From an optimization exercise on the open Yosys and OpenROAD flow, aimed at small area, a short achievable clock period and few clock cycles; shortcuts taken in it are not production practice.
In this exercise RTL edits were held to simulation tests only and were not proved equivalent to the original.

// Cordic
module Cordic #(parameter DW=16, AW=4)(
	input                  clk, rst, en,
	output                 done,
	input  signed [DW-1:0] z,
	output signed [DW-1:0] x,y);
	reg signed [15:0] X, Y;
	reg        [15:0] Z;
	reg        [3:0]  hz, lz;    
	reg               px, ny;    
	reg               busy, done_r;
	wire        [15:0] AtanValue;
	AtanROM #(.DW(16)) UUT (.hi(hz), .lo(lz), .AtanValue(AtanValue));
	wire        last  = hz[3] & lz[1];           
	wire        step  = busy & ~last;
	always @ (posedge clk, posedge rst)
		if (rst) begin
			busy   <= 1'b0;
			done_r <= 1'b0;
		end else begin
			busy   <= busy ? ~last : en;
			done_r <= busy & last;
		end
	always @ (posedge clk) begin
		lz <= step ? {lz[2:0], lz[3]} : 4'b0001;
		hz <= step ? (lz[3] ? {hz[2:0], hz[3]} : hz) : 4'b0001;
	end
	function [14:0] shr(input [14:0] a, input [3:0] h1, input [3:0] l1);
		reg [14:0] s;
		begin
			s =   ({15{l1[0]}} & a)
			    | ({15{l1[1]}} & {{1{a[14]}}, a[14:1]})
			    | ({15{l1[2]}} & {{2{a[14]}}, a[14:2]})
			    | ({15{l1[3]}} & {{3{a[14]}}, a[14:3]});
			shr = ({15{h1[0]}} & s)
			    | ({15{h1[1]}} & {{4{s[14]}}, s[14:4]})
			    | ({15{h1[2]}} & {{8{s[14]}}, s[14:8]})
			    | ({15{h1[3]}} & {{12{s[14]}}, s[14:12]});
		end
	endfunction
	function [15:0] add16(input [15:0] a, input [15:0] b, input ci);
		reg [15:0] g, p, gg, pp;
		integer i, k;
		begin
			g = a & b;
			p = a ^ b;
			gg = g; pp = p;
			gg[0] = g[0] | (p[0] & ci);
			for (k = 1; k < 16; k = k * 2)
				for (i = 0; i < 16; i = i + 1)
					if (i & k) begin
						gg[i] = gg[i] | (pp[i] & gg[(i & ~(k - 1)) - 1]);
						pp[i] = pp[i] & pp[(i & ~(k - 1)) - 1];
					end
			add16 = p ^ {gg[14:0], ci};
		end
	endfunction
	wire               first = hz[0] & lz[0];       
	wire               pz  = ~Z[15];
	wire        [15:0] yc  = Y ^ {16{px}};
	wire        [15:0] xc  = X ^ {16{ny}};
	wire        [14:0] ysh = shr(yc[15:1], hz, lz);
	wire        [14:0] xsh = shr(xc[15:1], hz, lz);
	wire        [15:0] xi  = add16(X, {ysh[14], ysh}, px);
  ...
export LEC_CHECK = 0
export ABC_AREA = 1
export CAP_MARGIN = 5
export CORE_MARGIN = 2
export CORE_UTILIZATION = 60
export SETUP_SLACK_MARGIN = 5
export SLEW_MARGIN = 5
create_clock -name core_clock -period 8.0 [get_ports {clk}]
standard.sh (not shown) runs the stock make flow with config.mk's settings and CLKGATE_MAP_FILE= SYNTH_SCRIPT=/design/flow/synth_recipe.tcl, a recipe that flattens the netlist after the stock synthesis.
==> flow/flow/run.sh <==
#!/bin/bash
# The standard layout with two changes: adders are left to abc as plain
# gates (no full/half adder cells, ADDER_MAP_FILE empty), and the ports are
# buffered by the smallest buffer instead of the delay cell buffer_ports
# picks by default. Synthesis is otherwise the standard one (synth_recipe.tcl:
# no fsm or share pass, flattened, function nets renamed), so the registers
# and their names are the standard synthesis's. The whole output goes to
# flow.log here; each ORFS step also keeps its own log under orfs/logs/.
set -euo pipefail
export ADDER_MAP_FILE=
export BUFFER_PORTS_ARGS="-buffer_cell sky130_fd_sc_hd__buf_1"
bash standard.sh finish > flow.log 2>&1
Testbench counts at the start, summed over its fixed seeds: cycles 48,000.
Then changed:
- ABC_AREA: 1 -> 0
- CAP_MARGIN: 5 -> 20
- CORE_UTILIZATION: 60 -> 40
- SLEW_MARGIN: 5 -> 20
Result: The new run finished with timing, DRC and antenna clean; non-clock buffer count goes up by 87; final area rises by 27%; first-iteration DRC count drops by 19%; wire length goes up by 25%.
Then changed:
- ABC_AREA: 0 -> 1
- CORE_UTILIZATION: 40 -> 65
Register-to-register slack gains 960 ps; count of clock-buffer cells in the layout is higher by 2; design area is lower by 22%; via count is higher by 9.2%.

* * *

The RTL this note starts from:
==> flow/design.v <==
module AtanROM #(parameter DW = 16)(
	input         [3:0]    hi,
	input         [3:0]    lo,
	output        [DW-1:0] AtanValue);
	function [15:0] atan(input integer k);    
		case (k)
			0:  atan = 16'h1dac;  1:  atan = 16'h0fae;
			2:  atan = 16'h07f5;  3:  atan = 16'h03ff;
			4:  atan = 16'h0200;  5:  atan = 16'h0100;
			6:  atan = 16'h0080;  7:  atan = 16'h0040;
			8:  atan = 16'h0020;  9:  atan = 16'h0010;
			10: atan = 16'h0008;  11: atan = 16'h0004;
			12: atan = 16'h0002;  default: atan = 16'h0001;
		endcase
	endfunction
	reg [15:0] v;
	integer h, l;
	always @ (*) begin
		v = 16'h0000;
		for (h = 0; h < 4; h = h + 1)
			for (l = 0; l < 4; l = l + 1)
				if (4*h + l < 14)
					v = v | ({16{hi[h] & lo[l]}} & atan(4*h + l));
	end
	assign AtanValue = v;
endmodule
module Cordic #(parameter DW=16, AW=4)(
	input                  clk, rst, en,
	output                 done,
	input  signed [DW-1:0] z,
	output signed [DW-1:0] x,y);
	reg signed [15:0] X, Y;
	reg        [15:0] Z;
	reg        [3:0]  hz, lz;    
	reg               px, ny;    
	reg               busy, done_r;
	wire        [15:0] AtanValue;
	AtanROM #(.DW(16)) UUT (.hi(hz), .lo(lz), .AtanValue(AtanValue));
	wire        last  = hz[3] & lz[1];           
	wire        step  = busy & ~last;
	always @ (posedge clk, posedge rst)
		if (rst) begin
			busy   <= 1'b0;
			done_r <= 1'b0;
		end else begin
			busy   <= busy ? ~last : en;
			done_r <= busy & last;
		end
	always @ (posedge clk) begin
		lz <= step ? {lz[2:0], lz[3]} : 4'b0001;
		hz <= step ? (lz[3] ? {hz[2:0], hz[3]} : hz) : 4'b0001;
	end
	function [14:0] shr(input [14:0] a, input [3:0] h1, input [3:0] l1);
		reg [14:0] s;
		begin
			s =   ({15{l1[0]}} & a)
			    | ({15{l1[1]}} & {{1{a[14]}}, a[14:1]})
			    | ({15{l1[2]}} & {{2{a[14]}}, a[14:2]})
			    | ({15{l1[3]}} & {{3{a[14]}}, a[14:3]});
			shr = ({15{h1[0]}} & s)
			    | ({15{h1[1]}} & {{4{s[14]}}, s[14:4]})
			    | ({15{h1[2]}} & {{8{s[14]}}, s[14:8]})
			    | ({15{h1[3]}} & {{12{s[14]}}, s[14:12]});
		end
	endfunction
	function [15:0] add16(input [15:0] a, input [15:0] b, input ci);
		reg [15:0] g, p, gg, pp;
		integer i, k;
		begin
			g = a & b;
			p = a ^ b;
			gg = g; pp = p;
			gg[0] = g[0] | (p[0] & ci);
			for (k = 1; k < 16; k = k * 2)
				for (i = 0; i < 16; i = i + 1)
					if (i & k) begin
						gg[i] = gg[i] | (pp[i] & gg[(i & ~(k - 1)) - 1]);
						pp[i] = pp[i] & pp[(i & ~(k - 1)) - 1];
					end
			add16 = p ^ {gg[14:0], ci};
		end
	endfunction
	wire               first = hz[0] & lz[0];       
	wire               pz  = ~Z[15];
	wire        [15:0] yc  = Y ^ {16{px}};
	wire        [15:0] xc  = X ^ {16{ny}};
	wire        [14:0] ysh = shr(yc[15:1], hz, lz);
	wire        [14:0] xsh = shr(xc[15:1], hz, lz);
	wire        [15:0] xi  = add16(X, {ysh[14], ysh}, px);
	wire        [15:0] yi  = add16(Y, {xsh[14], xsh}, ny);
	reg         [15:0] k01;
	always @ (*)
		case ({Z[15], px})
			2'b01:   k01 = 16'h0000 - 16'h3244 - 16'h1dac;
			2'b00:   k01 = 16'h0000 - 16'h3244 + 16'h1dac;
			2'b11:   k01 = 16'h3244 - 16'h1dac;
			default: k01 = 16'h3244 + 16'h1dac;
		endcase
	wire        [15:0] zb  = first ? k01 : AtanValue ^ {16{pz}};
	wire        [15:0] zi  = add16(Z, zb, pz & ~first);
	wire               p1  = z[15] ? (z >= 16'hcdbc) : (z >= 16'h3244);
	wire        [15:0] zn  = busy ? zi : z;
	always @ (posedge clk) begin
		X  <= busy ? xi : 16'h26dd;
		Y  <= busy ? yi : (z[15] ? 16'hd923 : 16'h26dd);
		Z  <= zn;
		px <= busy ? ~zi[15] : p1;
		ny <= busy ? zi[15] : ~p1;
	end
	assign done = done_r;
	assign x = X;
	assign y = Y;
endmodule
clock: 8.0 ns
lec_check: 0
abc_area: 1
cap_margin: 20
core_margin: 2
core_utilization: 60
setup_slack_margin: 5
slew_margin: 20
tns_end_percent: 0
Scripts as last shown in full above: flow/flow/run.sh
The starting point completed without violations.
Testbench counts at the start, summed over its fixed seeds: cycles 48,000.
==> next run, changes <==
- CORE_UTILIZATION: 60 -> 40
- CTS_CLUSTER_DIAMETER: unset -> 200
- CTS_CLUSTER_SIZE: unset -> 40
- TNS_END_PERCENT: 0 -> unset
Critical path depth rises by 1.
First-iteration DRC count falls by 14%.
Hold slack gets better by 23 ps.
Die area increases by 48%.
Sequential share of layout area is lower by 0.49 points.
==> next run, changes <==
==> flow/flow/run.sh (replaced) <==
#!/bin/bash
# The standard layout with three changes:
#  - adders are left to abc as plain gates (ADDER_MAP_FILE empty);
#  - the ports are buffered by the smallest buffer (buf_1) instead of the
#    delay cell buffer_ports picks by default;
#  - timing repair aims at 5.5 ns of setup slack (SETUP_SLACK_MARGIN).
# Synthesis is otherwise the standard one (synth_recipe.tcl: no fsm or share
# pass, flattened, function nets renamed), so the registers and their names
# are the standard synthesis's. The whole output goes to flow.log here; each
# ORFS step also keeps its own log under orfs/logs/.
set -euo pipefail
export ADDER_MAP_FILE=
export BUFFER_PORTS_ARGS="-buffer_cell sky130_fd_sc_hd__buf_1"
export SETUP_SLACK_MARGIN=5.5
bash standard.sh finish > flow.log 2>&1
- CORE_UTILIZATION: 40 -> 60
- CTS_CLUSTER_DIAMETER: 200 -> unset
- CTS_CLUSTER_SIZE: 40 -> unset
- SETUP_SLACK_MARGIN: 5 -> unset
Outcome:
- flip-flop and latch count is unchanged
- register-to-register slack gains 96 ps
- area after synthesis is unchanged
- routed wire length is higher by about a fifth
- via count is higher by about a fifth
- cell count is higher by a few percent
- count of clock-buffer cells in the layout does not change
- maximum frequency is higher by a few percent
- hold slack loses 40 ps
==> next run, changes <==
==> flow/flow/run.sh (replaced) <==
#!/bin/bash
# The standard layout with three changes:
#  - abc maps for area (flow/abc_area.script: "map -a" instead of "map"),
#    through a copy of ORFS's scripts folder that differs only in that file;
#  - adders are left to abc as plain gates (ADDER_MAP_FILE empty);
#  - the ports are buffered by the smallest buffer (buf_1) instead of the
#    delay cell buffer_ports picks by default.
# Synthesis is otherwise the standard one (synth_recipe.tcl: no fsm or share
# pass, flattened, function nets renamed), so the registers and their names
# are the standard synthesis's. The whole output goes to flow.log here; each
# ORFS step also keeps its own log under orfs/logs/.
set -euo pipefail
here=$(pwd)
cp -r "$FLOW_HOME/scripts" "$here/scripts"
cp "$here/flow/abc_area.script" "$here/scripts/abc_area.script"
export SCRIPTS_DIR="$here/scripts"
export ADDER_MAP_FILE=
export BUFFER_PORTS_ARGS="-buffer_cell sky130_fd_sc_hd__buf_1"
bash standard.sh finish > flow.log 2>&1
==> flow/flow/abc_area.script (new file) <==
strash
dch
map -a -B 0.9
topo
stime -c
buffer -c
upsize -c
dnsize -c
- SETUP_SLACK_MARGIN: unset -> 5
What happened:
- non-clock buffer count came out lower by 5
- hold slack gets better by 24 ps
- die area is lower by 12%
- core utilization is lower by 1.9 points
- setup slack degrades by 650 ps
- cell count is lower by 22%

## port drivers added, routing unchanged
The results above use ideal ports. As a check the final layouts listed here were re-extracted and re-timed, cells and wires unchanged.
Step 1 assumes that a clkbuf_16 drives the clock port and a buf_2 every other input.
Step 2 moves the port delays by t, midway between the first and last clock arrival at a register: inputs arrive t later, outputs are due t later. That takes back most of the time a late clock gives input paths.
Slacks: ideal / step 1 / step 2; pairs: ideal / step 1.
run	shift t [ns]	slack for setup (ns)	worst register clock-pin slew, ns	pins driven straight from the clock port
the first run of note 1	0.404	5.297 / 5.297 / 5.064	0.08 / 0.08	1
the second run of note 1	0.388	4.239 / 4.239 / 4.239	0.06 / 0.06	1
the third run of note 1	0.378	5.200 / 5.200 / 5.056	0.08 / 0.08	1
the first run of note 2	0.401	5.215 / 5.215 / 5.068	0.08 / 0.08	1
the second run of note 2	0.390	5.255 / 5.255 / 5.152	0.06 / 0.06	1
the third run of note 2	0.411	5.351 / 5.351 / 5.167	0.08 / 0.08	1
the fourth run of note 2	0.382	4.705 / 4.705 / 4.705	0.09 / 0.09	1
After both steps setup and hold are still met in every run listed. The setup slack of the first run of note 1, which loses most, moves by 0.000 ns with the drivers and by -0.233 ns with both steps.
